Background: an optimization exercise with open tools, aiming at small area and a short achievable clock period. Do not read the settings as production practice. Function was not checked in any run shown here: the RTL went through the layout flow alone. Power is estimated from default activity; no workload was simulated.

==> flow/design.v (outline; a module is shown in full before it is edited, if it fits) <==
// module pipeline_sum: 524 lines
module pipeline_sum (
    input clk,
    input [15:0] a, b,
    output [31:0] r
);
  // ...
==> flow/flow/run.sh <==
#!/bin/bash
set -euo pipefail
MARGIN=25.5
PLAT="$FLOW_HOME/platforms/sky130hd/config.mk"
BASE=$(sed -n '/^export DONT_USE_CELLS += /,/^#/p' "$PLAT" | grep -o 'sky130_fd_sc_hd__[a-z0-9_]*' | tr '\n' ' ')
EXTRA=""
for c in maj3_1 maj3_2 maj3_4 fa_1 fa_2 fa_4 fah_1 fahcin_1 fahcon_1 ha_1 ha_2 ha_4; do
  EXTRA="$EXTRA sky130_fd_sc_hd__$c"
done
bash standard.sh SETUP_SLACK_MARGIN=$MARGIN SETUP_MOVE_SEQUENCE=sizeup,swap SKIP_GATE_CLONING=1 \
  "BUFFER_PORTS_ARGS=-buffer_cell sky130_fd_sc_hd__buf_1" \
  "DONT_USE_CELLS=$BASE$EXTRA" finish > make_finish.log 2>&1
==> flow/standard.sh <==
#!/bin/bash
# synth_recipe.tcl (not shown) runs the flow's synth.tcl, then flattens the netlist and writes it again
# the make line also repeats each setting of config.mk as NAME=value (left out here)
make -C /OpenROAD-flow-scripts/flow DESIGN_CONFIG=/design/flow/config.mk WORK_HOME=/design/flow/orfs CLKGATE_MAP_FILE= SYNTH_SCRIPT=/design/flow/synth_recipe.tcl "${@:-finish}"
==> flow/config.mk <==
export PLATFORM = sky130hd
export DESIGN_NAME = pipeline_sum
export DESIGN_NICKNAME = pipeline_sum
export VERILOG_FILES = /design/flow/design.v
export SDC_FILE = /design/flow/constraint.sdc
export NUM_CORES = 4
export LEC_CHECK = 0
export ABC_AREA = 1
export CAP_MARGIN = 20
export CORE_MARGIN = 2
export CORE_UTILIZATION = 55
export SLEW_MARGIN = 20
==> flow/constraint.sdc <==
create_clock -name core_clock -period 36.0 [get_ports {clk}]
set_input_delay 7.2000 -clock core_clock [delete_from_list [all_inputs] [get_ports {clk}]]
set_output_delay 7.2000 -clock core_clock [all_outputs]
set_load 0.01 [all_outputs]
==> flow_summary.toml, run 1 <==
[die]
tapCellCount = 265
initial_core_util = 0.565

[cells_and_area]
fill_cells = 2025
drive_gt1_frac = 0.0934
flops_and_latches = 111
signal_buffers = 56
area_delta_synth_final_pct = 5.20
final_common_cell = "nand2_1"

[worst_setup_path]
r2r.worst_path.cells = 81
required_ns = 36.26
critical-path-top-delay-family = "simple AND/OR/NAND/NOR gates"
cp-endpoint = "ra_c1[14]"
cp.buffers_inverters = 2

[drt]
drtIter0Drc = 559
wl_per_cell_um = 13.6
drtAntennaViolNets = 0

[synthesis]
yosysMostFrequentCell = "nand2_1"
synthDominantCellAreaShare = 0.201
synth_top_family_by_area = "simple AND/OR/NAND/NOR gates"

[sta]
fin_crit_sh = 0.269

[power_and_ir_drop]
seq_power_share = 0.365
power.group.top = "combinational cells"
total_power_mw = 0.405

[place]
gp_congestion = 0.978

[status]
outcome = "timing/DRC/antenna clean"

[global_route]
grt-busiest-layer = "met2"

[clock_tree]
post_cts_buffers = 0
cts-root-buf = "clkbuf_16"
clk_latency_ns = 0.36
cts.clk_slew.worst_paths_ns = 0.08
==> run 2: changes to the inputs <==
--- a/flow/flow/run.sh
+++ b/flow/flow/run.sh
@@ -5,5 +5,5 @@
 BASE=$(sed -n '/^export DONT_USE_CELLS += /,/^#/p' "$PLAT" | grep -o 'sky130_fd_sc_hd__[a-z0-9_]*' | tr '\n' ' ')
 EXTRA=""
-for c in maj3_1 maj3_2 maj3_4 fa_1 fa_2 fa_4 fah_1 fahcin_1 fahcon_1 ha_1 ha_2 ha_4; do
+for c in xor3_1 xor3_2 xor3_4 xnor3_1 xnor3_2 xnor3_4 maj3_1 maj3_2 maj3_4 fa_1 fa_2 fa_4 fah_1 fahcin_1 fahcon_1 ha_1 ha_2 ha_4; do
   EXTRA="$EXTRA sky130_fd_sc_hd__$c"
 done
==> run 2 against run 1 <==
Final cell count is 0.99% higher. Worst hold slack better by 0.0027 ns. Sequential share of layout area hardly changed. Clock-buffer cell count is 1 lower. Final area is 0.67% higher. Total power hardly changed. Global-route usage is 1.5 points higher. Die area is 0.71% lower. Sequential power hardly changed. Clock power hardly changed. Largest cell class unchanged.
==> flow_summary.toml, run 2 <==
[status]
outcome = "timing/DRC/antenna clean"

[synthesis]
synth_edf_count = 0
yosys.area.top_type = "dfxtp_1"
synthArstFlopShare = 0
yosys_warnings = 1
synth_area_leaders = "dfxtp_1, nand2_1, xor2_1"
synth.avg_cell_area_um2 = 5.93
syn-cell-area_mm2 = 0.0110
dominantRegCellSynth = "dfxtp_1"
synth_seq_cells = 111
synth_commonest_cells = "nand2_1, inv_1, nor2_1"
netlist_instances = 1851
seq_area_frac_synth = 0.202
synth_cell_type_count = 68
yosysMostFrequentCell = "nand2_1"
synthDominantCellAreaShare = 0.202

[sta]
fin_skew_ns = 0.0170
relSlewSlack = 0.363
tns_ns = 0
hold_ws_ns = 0.332
setup_viol = 0
fin_crit_ns = 9.69
finalHoldViolCount = 0
worst_pin_slew_ns = 0.953
grt_setup_unrepaired = "false"
drv_slew = 0
fmax_ghz = 0.103
fin_crit_sh = 0.269
setup_ws_ns = 26.31

[drt]
wl_per_cell_um = 14.0
routed_wl_um = 29900
drtAntennaViolNets = 0
drc = 0
vias = 11000
drtIter0Drc = 677
viasPerCell = 5.15
first_pass_iters = 5

[global_route]
grt_max_degree = 25
grt_pass1_vias = 9972
antenna_found_initial = 0
track_usage = 0.279
grt.overflow.total = 0
grt_pass1_wl_um = 48500

[place]
gp_congestion = 0.969
portBuffers = 50
hpwl_um = 23800
post-place-ws_ns = 25.76

[clock_tree]
cts_tree = "done"
cts.sinks = 111
cts-root-buf = "clkbuf_16"
cts_hold_buffers = 0
h-tree-depth = 3
cts_made_buffers = 9
cts.clk_slew.worst_paths_ns = 0.09
cts_buffer_depth = 2
clk_latency_ns = 0.37

[min_path]
holdCritPathClass = "reg -> reg"

[cells_and_area]
area_delta_synth_final_pct = 6.69
final_net_count = 1902
fill_cells = 1958
fin_util = 0.600
most-common-layout-cells = "nand2_1, inv_1, nor2_1, nand3_1, xor2_1"
num_antenna_cells = 0
drive_gt1_frac = 0.0977
final_common_cell = "nand2_1"

[die]
rows = 51
pin_count = 65
initial_core_util = 0.562
die_area_mm2 = 0.0211
die_w_um = 145
core_area_mm2 = 0.0195
fp.dieH_um = 145

[worst_setup_path]
crit_type = "in -> reg"
cp-end-kind = "flip-flop"
required_ns = 36.26
crit_fanout = 3
critPathLaunchType = "input pin"
critPathArrivalTime_ns = 9.95

[power_and_ir_drop]
vdd_ir_drop_max_mv = 0.0271
total_power_mw = 0.405
seq_power_share = 0.366
cellPowerDensity_mw_per_mm2 = 34.6
p_leak_nw = 5.85
clkPwrFrac = 0.261
power_switching_mw = 0.165
combPwrFrac = 0.373
swShare = 0.408
p_int_mw = 0.239

[job]
drv_cap = 0
==> run 2: metal layers <==
metal | share of wire | GRT usage | routed length [um] | vias to the layer above
met5 | 0 | 0 | 0 | -
met4 | 0.018 | 0.0686 | 544 | 0
met3 | 0.043 | 0.0333 | 1280 | 38
met2 | 0.48 | 0.500 | 14400 | 265
met1 | 0.46 | 0.356 | 13600 | 4889
li1 | - | - | - | 5833
==> run 2: cell families after synthesis <==
kind of cell              Yosys count  synth area share
buffers and inverters             318             0.126
xor gates and xnor gates          164             0.136
muxes                               1          0.000912
AOI/OAI and AO/OA                 203             0.115
other                               1          0.000342
and+or+nand+nor                  1053             0.420
DFF                               111             0.202
==> run 2: worst max-delay path: stages <==
cell and delay, ns:
buf_1 0.08, nor3_1 0.54, nand4_1 0.44, nor2_1 0.25, nand2_1 0.08, o21ai_0 0.20, a21boi_0 0.15, nand2_1 0.08
nand2_1 0.08, a21oi_1 0.13, inv_1 0.06, a21o_1 0.16, o21ba_2 0.25, nand3b_1 0.09, xor2_1 0.15
==> run 2: path summary, 6_finish.rpt <==
kind | start | endpoint | slack [ns] | cells after the start
min reg2reg | ra_c1[1] | ra_c2[1] | 0.33 | 0
min | ra_c1[1] | ra_c2[1] | 0.33 | 0
max reg2reg | bb_c1[3] | ra_c2[12] | 26.56 | 89
max | b[4] | ra_c1[14] | 26.31 | 15
==> run 2: power groups by stage <==
stage               clock network (mW)  logic (mW)  registers (mW)
floorplan                            0       0.127           0.144
global placement                     0       0.146           0.150
detailed placement                   0       0.148           0.151
CTS                              0.108       0.148           0.148
global route                     0.112       0.172           0.150
finish                           0.106       0.151           0.148
==> run 2: cell type report <==
class	instances	area (um2)	share of cell area
well taps	265	332	0.0283
clock buffers	9	225	0.0192
clock inverters	7	98.8	0.00844
inverters	255	995	0.0849
multi-input cells	1435	7580	0.647
repair buffers	57	240	0.0205
flip-flops and latches	111	2240	0.191
==> run 2: what timing repair did <==
action	4_1_cts	5_1_grt
gates resized for setup	0	42
endpoints found under the setup margin	0	23
setup buffers	0	0
==> run 2: through the flow <==
| stage | area, um2 | cells |
|---|---|---|
| 2_1_floorplan | 11000 | 1864 |
| 3_3_place_gp | 11200 | 2123 |
| 3_5_place_dp | 11200 | 2123 |
| 4_1_cts | 11500 | 2139 |
| 5_1_grt | 11700 | 2139 |
| 6_report | 11700 | 2139 |

separate check: timing with driven ports:
The results above use ideal ports. As a check the final layouts listed here were re-extracted and re-timed, cells and wires unchanged.
Step 1, drivers: a clkbuf_16 drives clk and a buf_2 each remaining input, both assumed.
Step 2 also shifts input and output timing later by t, the mid clock arrival at the registers, as if the neighbouring blocks saw the same clock.
a / b / c = ideal ports / drivers / drivers and shift; a / b = the first two.
| run | shift t [ns] | setup slack, ns | worst slew at a driven data input, ns |
|---|---|---|---|
| run 1 | 0.399 | 26.324 / 26.347 / 25.948 | 0.04 |
| run 2 | 0.405 | 26.308 / 26.333 / 25.927 | 0.04 |
After both steps every run listed still meets setup and hold. The setup slack of run 2, which loses most, moves by +0.025 ns with the drivers and by -0.381 ns with both steps.
